What follows belongs to an exercise in optimizing a design on an open flow for small area, a short achievable clock period and few clock cycles per item; a production flow would make more cautious choices.
In this exercise RTL edits were held to simulation tests only and were not proved equivalent to the original.
Power figures rest on the tool's default switching activity, not on a simulated workload.

`config.mk`:
```
export PLATFORM = sky130hd
export DESIGN_NAME = mme
export DESIGN_NICKNAME = mme
export VERILOG_FILES = /design/flow/design.v
export SDC_FILE = /design/flow/constraint.sdc
export NUM_CORES = 4
export LEC_CHECK = 0
export CAP_MARGIN = 20
export CORE_MARGIN = 2
export CORE_UTILIZATION = 40
export SLEW_MARGIN = 20
```
`design.v`:
```
module mme #(
    parameter integer N = 32
) (
    input wire clk,
    input wire rn,
    input wire start,
    input wire [N-1:0] m,
    input wire [N-1:0] e,
    input wire [N-1:0] n,
    input wire [N-1:0] k,
    output reg ready,
    output reg [N-1:0] y
);
    parameter IDLE = 2'b00;
    parameter CALC = 2'b01;
    parameter DONE = 2'b10;
    reg [1:0] state;
    reg [N-1:0] base;
    reg [N-1:0] exponent;
    reg [N-1:0] modulus;
    reg [N-1:0] result;
    reg [N-1:0] key;
    always @(posedge clk or negedge rn) begin
        if (!rn) begin
            state <= IDLE;
            ready <= 0;
            y <= 0;
            base <= 0;
            exponent <= 0;
            modulus <= 0;
            result <= 0;
            key <= 0;
        end else begin
            case (state)
                IDLE: begin
                    if (start) begin
                        base <= m % n;   
                        exponent <= e;   
                        modulus <= n;    
                        key <= k;        
                        result <= 1;     
                        ready <= 0;
                        state <= CALC;
                    end
                end
                CALC: begin
                    if (exponent != 0) begin
                        if (exponent[0] == 1'b1) begin
                            result <= ({{N{1'b0}}, result} * {{N{1'b0}}, base}) % {{N{1'b0}}, modulus};  
                        end
                        base <= ({{N{1'b0}}, base} * {{N{1'b0}}, base}) % {{N{1'b0}}, modulus};  
                        exponent <= exponent >> 1;  
                    end else begin
                        y <= result;  
                        ready <= 1;  
                        state <= DONE;
                    end
                end
                DONE: begin
                    ready <= 1;
                    if (start) begin
                        base <= m % n;
                        exponent <= e;
                        modulus <= n;
                        key <= k;
                        result <= 1;
                        ready <= 0;
                        state <= CALC;
                    end
                end
                default: begin
                    state <= IDLE;
                end
            endcase
        end
    end
endmodule
```
`constraint.sdc`:
```
create_clock -name core_clock -period 400.0 [get_ports {clk}]
set_input_delay 80.0000 -clock core_clock [delete_from_list [all_inputs] [get_ports {clk}]]
set_output_delay 80.0000 -clock core_clock [all_outputs]
set_load 0.01 [all_outputs]
```
`run.sh`:
```
#!/bin/bash
# synth_recipe.tcl (not shown) runs the flow's synth.tcl, then flattens the netlist and writes it again
# the make line also repeats each setting of config.mk as NAME=value (left out here)
make -C /OpenROAD-flow-scripts/flow DESIGN_CONFIG=/design/flow/config.mk WORK_HOME=/design/flow/orfs CLKGATE_MAP_FILE= SYNTH_SCRIPT=/design/flow/synth_recipe.tcl finish
```
==> flow_summary_export.csv <==
group,metric,value,unit
status,outcome,"finished clean",
sta,slew_viol_final,0,
power_and_ir_drop,clock_power_share,0,%
synth,synth_xor_area_share,7.19,%
setup_path,cp.arrival,342.53,ns
cells_and_area,final_cells,46500,
clocking,cts_buffers,25,
power_and_ir_drop,comb_power,2380,mW
synth,synth_edf_count,0,
routing,viasPerCell,5.97,
grt,grt.total_usage,26.6,%
synth,yosys.cell_types.count,160,
power_and_ir_drop,cellInternalPower,1050,mW
synth,synthCells,37900,
synth,ys_warn_count,1,
synth,syn_nets,43900,
clocking,cts_root_buffer,"clkbuf_16",
setup_path,ff2ff_path_depth,1567,
setup_path,cp_num_buf_inv,41,
sta,rsz0062_at_grt,"no",
synth,async_flop_share,100,%
sta,fin_hold_ws,0.508,ns
power_and_ir_drop,power_leader,"combinational cells",
placed_design,numPlacedInstances,46500,
sta,fmax,0.00292,GHz
synth,synthFlopType,"dfrtp_1",
synth,synth.largest_area_cell,"ha_1",
grt,overflow,0,
setup_path,path_depth,705,
synth,syn_area,275000,µm²
power_and_ir_drop,sw_frac_of_total,55.7,%
setup_path,critPathLaunchType,"flip-flop",
power_and_ir_drop,pg_clk,0.0228,mW
floorplan,coreArea,686000,µm²
sta,relSlewSlack,15.8,%
flow_run,maxCapViolations,0,
grt,grt_max_degree,69,
cells_and_area,final_cell_mix,"ha_1 (4178), nand2_1 (3685), nor2_1 (3348)",
sta,tns,0,ns
setup_path,endpoint,"base[31]$_DFFE_PN0P_",
floorplan,die_w,834,µm
sta,setup-violations-final,0,
synth,synth_top_family_by_area,"adder cells",
routing,ant_nets,0,
setup_path,cpPeakStageDelay,0.92,ns
power_and_ir_drop,seq_cell_power,0.279,mW
worst_hold_path,holdPathEnd,"y[16]$_DFFE_PN0P_",
cells_and_area,multi_input_area,256000,µm²
routing,wirelength,960,mm
setup_path,timing.rr.start,"base[15]$_DFFE_PN0P_",
sta,tightest_slew,1.26,ns
synth,ys_seq_area_share,1.48,%
clocking,path_clk_slew,0.07,ns
setup_path,required,400.43,ns
cells_and_area,final-seq-area,4120,µm²
synth,ys_ff_latch,163,
power_and_ir_drop,p_sw,1330,mW
routing,routedWlPerCell,20.6,µm
worst_hold_path,min-delay-start,"y[16]$_DFFE_PN0P_",
floorplan,io_pins,164,
setup_path,end_kind,"flip-flop",
worst_hold_path,worstHoldPathCells,1,
cells_and_area,area_growth,4.88,%
synth,yosys-top-cells-area,"ha_1 (19%), fa_1 (12%), o21a_1 (5.4%)",
cells_and_area,fin_nets,43300,
synth,synth.mux.area_fraction,3.60,%
grt,grt_pass1_vias,270000,
setup_path,reg2reg_slack,57.90,ns
placed_design,gp_congestion,0.982,
clocking,insertion_delay,0.62,ns
clocking,cts_tree,"built",
sta,finalHoldViolations,0,
clocking,cts_setup_buffers,0,
sta,clock_skew,0.0493,ns
placed_design,dp_hpwl,790,mm
grt,antenna_found_initial,52,
synth,synthSimpleGateAreaFrac,24.5,%
floorplan,floorplan.initialDensity,40.2,%
setup_path,cp-startpoint,"base[15]$_DFFE_PN0P_",
synth,synth-adder-area-share,31.5,%
power_and_ir_drop,leakage,129,nW
power_and_ir_drop,powerDensity,8240,nW/µm²
setup_path,r2r_end,"base[31]$_DFFE_PN0P_",
clocking,cts.sinks,163,
routing,num_vias,278000,
power_and_ir_drop,seqPwrFrac,0,%
clocking,clockBufferDepth,3,
cells_and_area,final_common_cell,"ha_1",
cells_and_area,drive_gt1_share,6.42,%
power_and_ir_drop,ir_drop,0.00668,V
routing,firstDrtPassIters,6,
floorplan,num_rows,304,
sta,min_period_over_period,85.5,%
setup_path,crit_path_top_delay_cell,"mux2i_1",
routing,drc_errors,0,
floorplan,dieArea,695000,µm²
floorplan,die_y,834,µm
cells_and_area,fill_cells,70800,
setup_path,cp_max_fo,52,
power_and_ir_drop,p_comb_share,100.0,%
grt,grt_pass1_wl,1500,mm
setup_path,crit_top_cell,"o21a_1",
placed_design,io_buffer_count,131,
synth,avgSynthCellArea,7.27,µm²
routing,drt_iter0_drc,19200,
clocking,cts_resized,0,
clocking,htree_levels,4,
sta,period_minus_slack,342.10,ns
clocking,postCtsHoldBufs,0,
synth,synth_compound_area_share,25.8,%
setup_path,cp_top_family,"compound AO/OA/AOI/OAI gates",
synth,synth_top_area_share,19.0,%
worst_hold_path,hp-class,"flip-flop to flip-flop",
setup_path,critPathKind,"flip-flop to flip-flop",
## cell usage after synthesis, drive strengths merged (254+ instances only)
master  count
xor2     1091
o21a     1993
nor2     3367
inv      2895
and2      939
o31ai     907
fa       1717
mux2      671
a21o      834
or2       627
xnor2    1168
nand2    3696
or3       297
nor3     2072
ha       4178
o21ai    1460
nand3     630
clkbuf   1027
nor2b     376
buf       293
and3      254
nand2b    324
a31oi     351
nand4     431
a21oi    2925
## registers in the layout, summed over array words and instances (netlist names), named ones only
signal / count
base: 31
exponent: 32
modulus: 32
ready: 1
result: 32
state: 2
y: 32
## through the flow
step | instance area [µm²] | total power [mW] | setup slack (ns) | util, %
final | 289000 | 2380 | 57.90 | 42.1
after global routing | 289000 | 2380 | 31.12 | 42.1
after floorplan | 275000 | 2460 | 87.66 | -
after global placement | 288000 | 2340 | 64.41 | 42.0
after CTS | 289000 | 2370 | 60.73 | 42.1
after detailed placement | 288000 | 2360 | 62.09 | 42.0
## logic make-up (layout without fill, tap and decap cells)
group	after synthesis	after routing
muxes	907	907
other	0	31
AOI/OAI and AO/OA	10600	10600
DFF	163	163
adders and majority gates	5900	5900
buffers and inverters	4227	3637
and+or+nand+nor	13800	13800
xor gates and xnor gates	2259	2259
## area by class of cell
cell class	count	share of cell area (%)
clock inverter	3	0.0156
clock buffer	30	0.226
timing repair buffer	704	1.95
multi-input combinational	33500	88.6
antenna	31	0.0269
inverter	2900	3.82
tap	9180	3.98
sequential	163	1.43
## metal layers
metal	track usage [%]	up-vias	wire length, µm
met2	45.8	7228	447000
met5	0.143	-	82
met1	33.9	134000	417000
met4	10.2	14	43700
li1	-	135000	-
met3	3.11	1463	52500
Testbench counts, summed over its fixed seeds: cycles 6,344, items 192.

-- re-timing with driven ports --
Ports are ideal in the flow. The routed layout listed here was re-timed in OpenROAD.
Step 1: set_driving_cell puts a clkbuf_16 on clk and a buf_2 on each other input, an assumption about the parent block.
Step 2 also shifts input and output timing later by t, the mid clock arrival at the registers, as if the neighbouring blocks saw the same clock.
Three values: ideal ports, drivers, drivers and shift; two values: the first two.
t, ns: 0.663
slack for setup (ns): 57.902 / 57.902 / 57.902
hold WS [ns]: 0.508 / 0.508 / 0.508
worst setup path after step 2: register to register
latest minus earliest clock arrival (ns): 0.049 / 0.050
After both steps this run still meets setup and hold. For this run, drivers alone change the setup slack by 0.000 ns; drivers and shift together by 0.000 ns.
